From an optimization exercise on the open Yosys and OpenROAD flow, aimed at small area; shortcuts taken in it are not production practice. In this exercise RTL edits were held to simulation tests only and were not proved equivalent to the original. Power is estimated from default activity; no workload was simulated.

==> flow/config.mk <==
export PLATFORM = sky130hd
export DESIGN_NAME = gppm_top
export DESIGN_NICKNAME = gppm_top
export VERILOG_FILES = /design/flow/design.v
export SDC_FILE = /design/flow/constraint.sdc
export NUM_CORES = 4
export LEC_CHECK = 0
export CAP_MARGIN = 20
export CORE_MARGIN = 2
export CORE_UTILIZATION = 40
export SLEW_MARGIN = 20
==> flow/constraint.sdc <==
create_clock -name core_clock -period 10.0 [get_ports {clk}]
set_input_delay 2.0000 -clock core_clock [delete_from_list [all_inputs] [get_ports {clk}]]
set_output_delay 2.0000 -clock core_clock [all_outputs]
set_load 0.01 [all_outputs]
==> flow/design.v <==
`timescale 1ns / 1ps
module FSM (
  input wire clk,
  input wire reset,
  output reg [2:0] ra1,
  output reg [2:0] ra2,
  output wire rf_we,
  output reg [2:0] wa,
  output reg [31:0] imm,
  output reg [1:0] wd_sel,
  output reg [2:0] alu_op,
  output wire ld_we,
  output wire c_enable,
  output wire c_limit_we,
  output wire c_reset,
  input wire isZero,
  input wire limit_reached
);
  parameter 
  init_leds         = 8'b00010000,  
  check_bounds      = 8'b00000000,  
  counter_reset     = 8'b00000100,  
  cut               = 8'b00110000,  
  init_bound        = 8'b01010000,  
  init_counter      = 8'b01110000,  
  init_mask         = 8'b10010000,  
  init_shift_offset = 8'b10110000,  
  left_shift        = 8'b11010000,  
  rotate            = 8'b11110000,  
  set_counter       = 8'b00000010,  
  set_leds          = 8'b00001000,  
  wait_counter      = 8'b00000001;  
  reg [7:0] state;
  reg [7:0] nextstate;
  always @* begin
    nextstate = state;  
    case (state)
      init_leds        : begin
        begin
          nextstate = init_bound;
        end
      end
      check_bounds     : begin
        if (!isZero) begin
          nextstate = counter_reset;
        end
        else if (isZero) begin
          nextstate = cut;
        end
      end
      counter_reset    : begin
        begin
          nextstate = wait_counter;
        end
      end
      cut              : begin
        begin
          nextstate = rotate;
        end
      end
      init_bound       : begin
        begin
          nextstate = init_counter;
        end
      end
      init_counter     : begin
        begin
          nextstate = init_mask;
        end
      end
      init_mask        : begin
        begin
          nextstate = init_shift_offset;
        end
      end
      init_shift_offset: begin
        begin
          nextstate = set_counter;
        end
      end
      left_shift       : begin
        begin
          nextstate = check_bounds;
        end
      end
      rotate           : begin
        begin
          nextstate = counter_reset;
        end
      end
      set_counter      : begin
        begin
          nextstate = set_leds;
        end
      end
      set_leds         : begin
        begin
          nextstate = left_shift;
        end
      end
      wait_counter     : begin
        if (!limit_reached) begin
          nextstate = wait_counter;
        end
        else if (limit_reached) begin
          nextstate = set_leds;
        end
      end
    endcase
  end
  assign c_enable = state[0];
  assign c_limit_we = state[1];
  assign c_reset = state[2];
  assign ld_we = state[3];
  assign rf_we = state[4];
  always @(posedge clk or posedge reset) begin
    if (reset)
      state <= init_leds;
    else
      state <= nextstate;
  end
  always @(posedge clk or posedge reset) begin
    if (reset) begin
      alu_op[2:0] <= 3'b000;
      imm[31:0] <= 32'h0;
      ra1[2:0] <= 3'b000;
      ra2[2:0] <= 3'b000;
      wa[2:0] <= 3'b000;
      wd_sel[1:0] <= 2'b01;
    end
    else begin
      alu_op[2:0] <= 3'b000;  
      imm[31:0] <= 32'h0;  
      ra1[2:0] <= 3'b000;  
      ra2[2:0] <= 3'b000;  
      wa[2:0] <= 3'b000;  
      wd_sel[1:0] <= 2'b00;  
      case (nextstate)
        init_leds        : begin
          wd_sel[1:0] <= 2'b01;
        end
        check_bounds     : begin
          alu_op[2:0] <= 3'b011;
          ra2[2:0] <= 3'b001;
        end
        cut              : begin
          alu_op[2:0] <= 3'b111;
          ra2[2:0] <= 3'b011;
          wd_sel[1:0] <= 2'b10;
        end
        init_bound       : begin
          imm[31:0] <= 32'h100;
          wa[2:0] <= 3'b001;
        end
        init_counter     : begin
          imm[31:0] <= 32'h2710;
          wa[2:0] <= 3'b010;
        end
        init_mask        : begin
          imm[31:0] <= 32'hFF;
          wa[2:0] <= 3'b011;
        end
        init_shift_offset: begin
          imm[31:0] <= 32'h1;
          wa[2:0] <= 3'b100;
        end
        left_shift       : begin
          alu_op[2:0] <= 3'b100;
          ra2[2:0] <= 3'b100;
          wd_sel[1:0] <= 2'b10;
        end
        rotate           : begin
          ra2[2:0] <= 3'b100;
          wd_sel[1:0] <= 2'b10;
        end
        set_counter      : begin
          ra1[2:0] <= 3'b010;
        end
      endcase
    end
  end
endmodule
`timescale 1ns / 1ps
module ALU(
    input [31:0] op1,
    input [31:0] op2,
	 input [2:0] operator,
    output reg [31:0] result,
    output reg isZero
    );
	parameter
		ADD = 3'b000,
		SUB = 3'b001,
		GREATER_THAN = 3'b010,
		LESS_THAN = 3'b011,
		LEFT_SHIFT = 3'b100,
		RIGHT_SHIFT = 3'b101,
		OR = 3'b110,
		AND = 3'b111;
	always @ (op1 or op2 or operator)
	begin
		case(operator)
			ADD: result = op1 + op2;
			SUB: result = op1 - op2;
			GREATER_THAN: result = op1 > op2;
			LESS_THAN: result = op1 < op2;
			LEFT_SHIFT: result = op1 << op2;
			RIGHT_SHIFT: result = op1 >> op2;
			OR: result = op1 | op2;
			AND: result = op1 & op2;
			default: result = 32'hX;
		endcase
	end
	always @ (result)
	begin
		isZero = (result == 0);
	end
endmodule
`timescale 1ns / 1ps
module reg_file(
    input clk,
    input write_enabled,
    input [2:0] ra1,
    input [2:0] ra2,
    input [2:0] wa,
	 input [31:0] wd,
    output[31:0] rd1,
    output [31:0] rd2
    );
	reg [31:0] registers [0:7];
	assign rd1 = registers[ra1];
	assign rd2 = registers[ra2];
	always @ (posedge clk)
	begin
		if(write_enabled)
			registers[wa] <= wd; 
	end
endmodule
`timescale 1ns / 1ps
module counter(
	 input clk,
	 input reset,
    input [31:0] limit,
    input limit_we,
    input enable,
    output reg limit_reached
    );
	reg [31:0] count_limit;
	reg [31:0] count;
	reg counting;
	always @ (posedge clk)
	begin
		counting <= enable && !limit_reached;
		if(reset)
		begin
			count <= 32'b0;
			counting <= 0;
			limit_reached <= 0;
		end
		if(limit_we)
		begin
			count_limit <= limit;
		end
		if(counting)
		begin
			if(count < count_limit)
			begin
				count <= count + 1;
			end
			else
			begin
				counting <= 0;
				limit_reached <= 1;
			end
		end
	end
endmodule
`timescale 1ns / 1ps
module gppm_top (
	input clk,
	input reset,
	input [7:0] sw,
	output reg [7:0] leds
);
reg rf_we;
reg [2:0] ra1;
reg [2:0] ra2;
reg [2:0] wa;
reg [31:0] wd;
reg [31:0] rd1;
reg [31:0] rd2;
wire rf_we_wire;
wire [2:0] ra1_wire;
wire [2:0] ra2_wire;
wire [2:0] wa_wire;
wire [31:0] rd1_wire;
wire [31:0] rd2_wire;
reg_file rf(clk, rf_we, ra1, ra2, wa, wd, rd1_wire, rd2_wire);
reg [2:0] alu_operator;
reg [31:0] alu_result;
reg alu_isZero;
wire [2:0] alu_operator_wire;
wire [31:0] alu_result_wire;
wire alu_isZero_wire;
ALU alu(rd1, rd2, alu_operator, alu_result_wire, alu_isZero_wire);
reg c_reset;
reg [31:0] c_limit;
reg c_limit_we;
reg c_enable;
reg c_limit_reached;
wire c_reset_wire;
wire c_limit_reached_wire;
wire c_limit_we_wire;
wire c_enable_wire;
counter counter(clk, c_reset, c_limit, c_limit_we, c_enable, c_limit_reached_wire);
reg [31:0] imm;
reg [1:0] wd_sel;
reg ld_we;
wire [31:0] imm_wire;
wire [1:0] wd_sel_wire;
wire ld_we_wire;
FSM fsm(clk, reset, ra1_wire, ra2_wire, rf_we_wire, wa_wire, imm_wire, wd_sel_wire, alu_operator_wire, ld_we_wire, c_enable_wire, c_limit_we_wire, c_reset_wire, alu_isZero, c_limit_reached);
always @ (rd1)
begin
	c_limit = rd1;
end
always @ (alu_isZero_wire)
begin
	alu_isZero = alu_isZero_wire;
end
always @ (alu_result_wire)
begin
	alu_result = alu_result_wire;
end
always @ (c_limit_reached_wire)
begin
	c_limit_reached = c_limit_reached_wire;
end
always @ (*)
begin
	ra1 = ra1_wire;
	ra2 = ra2_wire;
	rd1 = rd1_wire;
	rd2 = rd2_wire;
	rf_we = rf_we_wire;
	wa = wa_wire;
	alu_operator = alu_operator_wire;
	ld_we = ld_we_wire;
	c_enable = c_enable_wire;
	c_limit_we = c_limit_we_wire;
	c_reset = c_reset_wire;
end
always @ (posedge clk or posedge reset)
begin
	if(reset)
		leds <= 8'b0;
	else if(ld_we)
		leds <= rd1[7:0];
end
always @ (imm_wire or wd_sel_wire or sw or alu_result or rd1)
begin
	imm = imm_wire;
	wd_sel = wd_sel_wire;
	case(wd_sel)
		2'b00: wd = imm;
		2'b01: wd = sw;
		2'b10: wd = alu_result;
		2'b11: wd = rd1;
		default: wd = 32'hX;
	endcase
end
endmodule
==> flow/run.sh <==
#!/bin/bash
# synth_recipe.tcl (not shown) runs the flow's synth.tcl, then flattens the netlist and writes it again
# the make line also repeats each setting of config.mk as NAME=value (left out here)
make -C /OpenROAD-flow-scripts/flow DESIGN_CONFIG=/design/flow/config.mk WORK_HOME=/design/flow/orfs CLKGATE_MAP_FILE= SYNTH_SCRIPT=/design/flow/synth_recipe.tcl finish
==> results of run 1 <==
-- per-stage QoR --
| step | hold slack (ns) | power (mW) |
|---|---|---|
| floorplan | 0.4361 | 5.596 |
| global placement | 0.4618 | 7.303 |
| detailed placement | 0.4749 | 7.280 |
| CTS | 0.4980 | 8.802 |
| global route | 0.5223 | 9.425 |
| finish | 0.4986 | 8.912 |
-- power breakdown --
part	switching (mW)	leakage (nW)	internal (mW)	total, mW
Clock	0.627	0.645	0.858	1.48
Sequential	0.143	3.34	1.96	2.11
Combinational	3.48	4.43	1.84	5.32
Total	4.25	8.42	4.66	8.91
-- critical path, delay by kind of cell (launching register included) --
family          cells  cell delay (ns)
compound gates      6             2.26
xor+xnor            1             0.22
fa+ha+maj           1             0.30
buf+inv             3             1.31
flops               1             0.85
mux                 1             0.31
simple gates        7             2.10
-- cells by family after synthesis --
family | share of synthesized area
adders and majority gates | 0.05868
AOI/OAI and AO/OA | 0.1447
and+or+nand+nor | 0.1356
xor gates and xnor gates | 0.008839
muxes | 0.1266
DFF | 0.4857
other | 0.0001802
buffers and inverters | 0.03980
-- layer usage --
metal / GRT usage / vias up / part of all wire / wire length (um)
li1: - / 7223 / - / -
met1: 0.3465 / 7794 / 0.45 / 29380
met2: 0.3654 / 561 / 0.43 / 28130
met3: 0.04801 / 119 / 0.077 / 4990
met4: 0.08754 / 0 / 0.034 / 2229
met5: 0 / - / 0 / 0
-- sequential cells by signal, indices dropped and copies added (netlist names) --
register               cells
fsm.ra2                    3
fsm.imm                    4
rf.registers             256
leds                       8
fsm.wd_sel                 2
fsm.state                  8
counter.counting           1
counter.count             32
fsm.ra1                    1
fsm.wa                     3
counter.limit_reached      1
fsm.alu_op                 2
counter.count_limit       32
-- placed cells by master (no fill, tap or decap), types with 17 or more instances in the layout --
| cell | n |
|---|---|
| clkbuf_16 | 40 |
| ha_1 | 96 |
| mux4_2 | 52 |
| nor2_1 | 164 |
| nand3_1 | 34 |
| nor3_1 | 57 |
| dfrtp_1 | 27 |
| mux2i_1 | 87 |
| buf_4 | 34 |
| dfxtp_1 | 34 |
| nor2b_1 | 27 |
| mux2_2 | 45 |
| nand2b_1 | 37 |
| nand4_1 | 21 |
| inv_1 | 113 |
| edfxtp_1 | 288 |
| a21o_1 | 17 |
| o21ai_0 | 109 |
| a21oi_1 | 99 |
| xnor2_1 | 18 |
| nand2_1 | 117 |
| o31ai_1 | 35 |
| nor4_1 | 18 |
| o22ai_1 | 17 |
| clkdlybuf4s50_1 | 17 |
| o211ai_1 | 33 |
| a211oi_1 | 18 |
-- cell type report --
class                           count  area, um^2
Clock inverter                     25       286.5
Fill cell                        4733       28290
Tap cell                          680       850.8
Timing Repair Buffer               51       425.4
Clock buffer                       46        1033
Multi-Input combinational cell   1342        9965
Inverter                          118       442.9
Sequential cell                   353       10110
-- worst min-delay path by stage --
stage                               start                     to
detailed placement       counter.counting  counter.limit_reached
global route        counter.limit_reached  counter.limit_reached
global placement         counter.counting  counter.limit_reached
finish                   counter.counting  counter.limit_reached
floorplan                counter.counting  counter.limit_reached
CTS                      counter.counting  counter.limit_reached
==> metrics.cfg, run 1 <==
[critical_path]
crit_end=fsm.state[2]
r2r_cells=19
worstPathArrival_ns=8.00
startpoint_type=register
critPathLaunch=fsm.ra2[2]
critPathMaxStageDelay_ns=0.85
r2r_slack_ns=2.43
slowest_stage=dfrtp_4
endpoint_kind=register
rr_startpoint=fsm.ra2[2]
reg2reg_to=fsm.state[2]
crit_required_ns=10.43
setup.worst_path.class=reg -> reg
crit_chain=buf_4, mux2i_1, a22oi_1, nand2_1, buf_4, inv_2, ha_1, nor3b_1, nor3_1, a21oi_1, o31ai_1, o21ai_0, xnor2_1, a221oi_1, nand4_1, nor4_1, nand4b_1, nor3_1, o221ai_1
cp_max_fo=74

[clock_network]
root_buffer=clkbuf_16
postCtsHoldBufs=0
cts_htree_levels=2
cts_tree=yes
path_clk_slew_ns=0.06
cts_buffers=40
clk_latency_ns=0.59
clockBufferDepth=3
cts_resized=0
cts.sinks=353
post_cts.repair.setup_buffers=0

[synthesis]
syn_inst=1908
yosys_most_used_dff=edfxtp_1
synth-seq-area-share=0.4857
avgSynthCellArea_um2=10.91
syn_nets=2015
yosys-top-cells-count=edfxtp_1, nor2_1, nand2_1
synth-edff-count=288
yosys.cell_count.top_type=edfxtp_1
netlist-cell-type-count=91
ys_seq_elements=353
synth-async-reset-ratio=0.08782
ys_warn_count=5
synthesis.area_mm2=0.02081
ys_top_cells_by_area=edfxtp_1, ha_1, mux4_2, mux2i_1, dfrtp_1
synth_top_area_cell=edfxtp_1
netlist.area_leader.share=0.4156

[sta]
rsz0062_at_grt=false
final-max-slew-violation-count=0
slew_headroom=0.2651
fin_setup_tns_ns=0
fmax_mhz=132.2
worst_slack_ns=2.434
setup_viol=0
period_share=0.7566
hold_violations=0
fin_skew_ns=0.04945
min_period_ns=7.566
worst_pin_slew_ns=1.093

[routing]
routed_wl_um=64730
vias_per_cell=6.003
drt-initial-drc-count=1533
drc_errors=0
firstDrtPassIters=6
via_count=15700
wl_per_cell_um=24.75
ant_nets=0

[global_routing]
grt_pass1_vias=15400
grt_pass1_wl_um=98480
grt_overflow=0
grt_max_degree=75
track_usage=0.2427
antenna_found_initial=0

[finish]
utilization=0.4497
fin_nets=2013
instances_no_fill=2615
fin_area_mm2=0.02312
syn2layout_area_growth_pct=11.09
diodes=0
drive_gt1_frac=0.1276

[floorplan]
die_w_um=232.1
num_io_pins=18
core_mm2=0.05141
dieArea_mm2=0.05387
die_h_um=232.1
start_util=0.4048
rows=83

[power]
p_per_area_mw_per_mm2=385.5
power_leakage_nw=8.418
ir_drop_mv=0.1737

[job]
drv_cap=0

[status]
status=timing/DRC/antenna clean

[placed_design]
hpwlAfterDp_um=46240
port_buffers=17
place_congestion=0.9976
dpl.cell_count=2544
pre_cts_slack_ns=2.661
place_area_mm2=0.02178

[min_path]
hold_depth=2
hp-class=reg -> reg

==> run 2, diff against run 1 <==
==> flow/design.v (replaced) <==
`timescale 1ns / 1ps
module gppm_top (
  input clk,
  input reset,
  input [7:0] sw,
  output [7:0] leds
);
  reg [13:0] c;
  reg [7:0] pat;
  reg shown;
  wire upd = (c == 14'b01011111000111);
  wire sel = pat[6];
  wire cap = ~shown & ~c[5];
  always @(posedge clk) begin
    if (reset)
      c <= 14'b11110101011111;
    else if (upd)
      c <= sel ? 14'b01011101010111 : 14'b01110101011111;
    else
      c <= {c[12:0], c[12] ^ c[13]};
  end
  wire ld_sw = cap & ~upd;
  wire hold = ~cap & ~upd;
  always @(posedge clk)
    pat <= ({8{upd}} & {pat[6:0], pat[7]}) | ({8{ld_sw}} & {sw[0], sw[7:1]}) | ({8{hold}} & pat);
  always @(posedge clk or posedge reset) begin
    if (reset)
      shown <= 1'b0;
    else if (upd)
      shown <= 1'b1;
  end
  assign leds = pat & {8{shown}};
endmodule
--- a/flow/config.mk
+++ b/flow/config.mk
@@ -9,3 +9,5 @@
 export CORE_MARGIN = 2
 export CORE_UTILIZATION = 40
+export CTS_BUF_LIST = sky130_fd_sc_hd__clkbuf_16
+export CTS_CLUSTER_SIZE = 30
 export SLEW_MARGIN = 20
==> metrics.cfg, run 2 <==
[sta]
rsz0062_at_grt=false
worst_pin_slew_ns=0.6955  ; -0.3974 ns
fin_skew_ns=0.001787  ; -0.04767 ns
setup_viol=0  ; unchanged
worst_slack_ns=6.562  ; +4.128 ns
min_period_ns=3.438  ; -4.128 ns
fmax_mhz=290.9  ; +120%
fin_setup_tns_ns=0  ; unchanged
final-max-slew-violation-count=0  ; unchanged
period_share=0.3438  ; -0.4128
slew_headroom=0.5346  ; +0.2695
hold_violations=0  ; unchanged

[finish]
largest_register=c
layout_commonest_cell=dfxtp_1
mostFrequentLayoutCells=dfxtp_1, clkdlybuf4s50_1, mux2_2
largest_reg_flops=14  ; -95%
multiInputGateArea_um2=415.4  ; -96%
seq_area_um2=465.4  ; -95%
fillers=206  ; -96%
fin_nets=107  ; -95%
drive_gt1_frac=0.2421  ; +0.1145
top_regs=c: 14 flops, pat: 8 flops, shown: 1 flops
utilization=0.5351  ; +0.08540
fin_area_mm2=0.001172  ; -95%
diodes=0  ; unchanged
syn2layout_area_growth_pct=28.53

[clock_network]
path_clk_slew_ns=0.06  ; about the same
cts_buffers=3  ; -93%
cts.sinks=23  ; -93%
clockBufferDepth=2  ; -1
postCtsHoldBufs=0  ; unchanged
root_buffer=clkbuf_16
cts_htree_levels=1  ; -1
post_cts.repair.setup_buffers=0  ; unchanged
cts_resized=0  ; unchanged
cts_tree=yes
clk_latency_ns=0.25  ; -0.34 ns

[synthesis]
synth_top_area_cell=dfxtp_1
netlist.area_leader.share=0.4829  ; +0.06727
syn_inst=78  ; -96%
ys_seq_elements=23  ; -93%
yosys-top-cells-count=dfxtp_1, mux2_2, and2_1
netlist-cell-type-count=24  ; -74%
syn_nets=89  ; -96%
ys_warn_count=1  ; -4
ys_top_cells_by_area=dfxtp_1, mux2_2, mux2_4, and2_1, dfrtp_1
avgSynthCellArea_um2=11.69  ; +7.2%
synth-seq-area-share=0.5103  ; +0.02460
synthesis.area_um2=912.1  ; -96%
synth-async-reset-ratio=0.04348  ; -0.04434
yosys_most_used_dff=dfxtp_1
yosys.cell_count.top_type=dfxtp_1
synth-edff-count=0  ; -100%

[routing]
firstDrtPassIters=3  ; -3
routed_wl_um=1596  ; -98%
via_count=595  ; -96%
drt-initial-drc-count=8  ; -99%
wl_per_cell_um=12.98  ; -48%
ant_nets=0  ; unchanged
drc_errors=0  ; unchanged
vias_per_cell=4.837  ; -19%

[status]
status=timing/DRC/antenna clean

[floorplan]
num_io_pins=18  ; unchanged
die_w_um=51.75  ; -78%
rows=17  ; -80%
dieArea_mm2=0.002678  ; -95%
die_h_um=51.75  ; -78%
core_mm2=0.002191  ; -96%
start_util=0.4163  ; +0.01151

[critical_path]
slowest_stage=clkdlybuf4s50_1
crit_family=buffers and inverters
crit_required_ns=8.00  ; -2.43 ns
worstPathArrival_ns=1.44  ; -6.56 ns
cp_max_fo=10  ; -86%
setup.worst_path.class=reg -> out
r2r_slack_ns=8.09  ; +5.66 ns
cp_num_buf_inv=1  ; -2
startpoint_type=register
crit_chain=and2_1, clkdlybuf4s50_1
critPathMaxStageDelay_ns=0.53  ; -0.32 ns
endpoint_kind=output port

[power]
p_per_area_mw_per_mm2=173.1  ; -55%
report.power.total_mw=0.2029  ; -98%
power_leakage_nw=0.4955  ; -94%
ir_drop_mv=0.1070  ; -38%

[global_routing]
grt_overflow=0  ; unchanged
grt_pass1_wl_um=2760  ; -97%
grt_max_degree=14  ; -81%
grt_pass1_vias=609  ; -96%
antenna_found_initial=0  ; unchanged
track_usage=0.1436  ; -0.09910

[placed_design]
place_congestion=0.7833  ; -21%
hpwlAfterDp_um=1166  ; -97%
port_buffers=17  ; unchanged
place_area_mm2=0.001094  ; -95%
pre_cts_slack_ns=6.834  ; +4.173 ns

[job]
drv_cap=0  ; unchanged

[min_path]
hp-class=reg -> reg

-- run 2: cell count changes after synthesis, sizes merged, moves of 35 or more --
cell    before  now
a21oi      100    0
clkbuf      67    2
edfxtp     288    0
ha          96    1
inv        118    2
mux2i       89    0
mux4        52    0
nand2      117    1
nand2b      37    1
nor2       170    3
nor3        60    0
o21ai      114    0
o31ai       35    0
-- run 2: through the flow --
| step | hold WS (ns) | instances |
|---|---|---|
| finish | 0.4461 | 123 |
| global route | 0.4673 | 123 |
| CTS | 0.4456 | 123 |
| detailed placement | 0.4302 | 119 |
| global placement | 0.4295 | 119 |
| floorplan | 0.4061 | 78 |
-- run 2: path summary, 6_finish.rpt --
| check | startpoint | end | cells past startpoint |
|---|---|---|---|
| setup / recovery | shown | leds[7] | 2 |
| hold / removal | c[11] | c[12] | 1 |
| setup reg to reg | c[5] | pat[4] | 3 |
| hold reg to reg | c[11] | c[12] | 1 |
| max in group asynchronous | reset | shown | 2 |
| min in group asynchronous | reset | shown | 2 |
-- run 2: layout make-up --
cell class	instances	area share
clock buffers	3	0.06403
multi-input cells	49	0.3543
well taps	28	0.02988
clock inverters	1	0.003202
inverters	2	0.006403
flip-flops and latches	23	0.3970
repair buffers	17	0.1451
-- run 2: report_power, final --
part           leakage, nW  internal, mW  total (mW)  switching [mW]
logic                0.255        0.0116      0.0161         0.00444
clock network       0.0423        0.0533      0.0844          0.0311
registers            0.198        0.0983       0.102         0.00415
-- run 2: cell families after synthesis --
kind of cell               synth area share
AOI/OAI and AO/OA                   0.03292
muxes                                0.2181
adders and majority gates           0.01372
and+or+nand+nor                      0.1907
DFF                                  0.5103
buffers and inverters               0.03429
-- run 2: per-layer routing --
metal / GRT usage / vias to the layer above / part of all wire
li1: - / 305 / -
met1: 0.1924 / 276 / 0.48
met2: 0.2244 / 10 / 0.47
met3: 0.02586 / 4 / 0.031
met4: 0.06579 / 0 / 0.015
met5: 0 / - / 0

-- separate check: timing with driven ports --
In the flow no input, the clock included, has a driving cell. The finished layouts below were timed again as built, in two steps.
Step 1 sets driving cells, clkbuf_16 on the clock port and buf_2 on the other inputs (assumed; they add their load-dependent delay and slew).
Step 2 times the ports against the registers' clock, not the clock port: input delays grow and output delays shrink by t, the midpoint of the rising clock arrivals with the driver on.
Three values: ideal, step 1, step 2; two values: the first two.
| run | shift t [ns] | setup WS [ns] | latest minus earliest clock arrival (ns) | worst register clock-pin slew, ns |
|---|---|---|---|---|
| run 1 | 0.631 | 2.434 / 2.434 / 2.434 | 0.050 / 0.049 | 0.07 / 0.07 |
| run 2 | 0.277 | 6.562 / 6.536 / 6.813 | 0.002 / 0.002 | 0.06 / 0.06 |
After both steps every run listed still meets setup and hold.
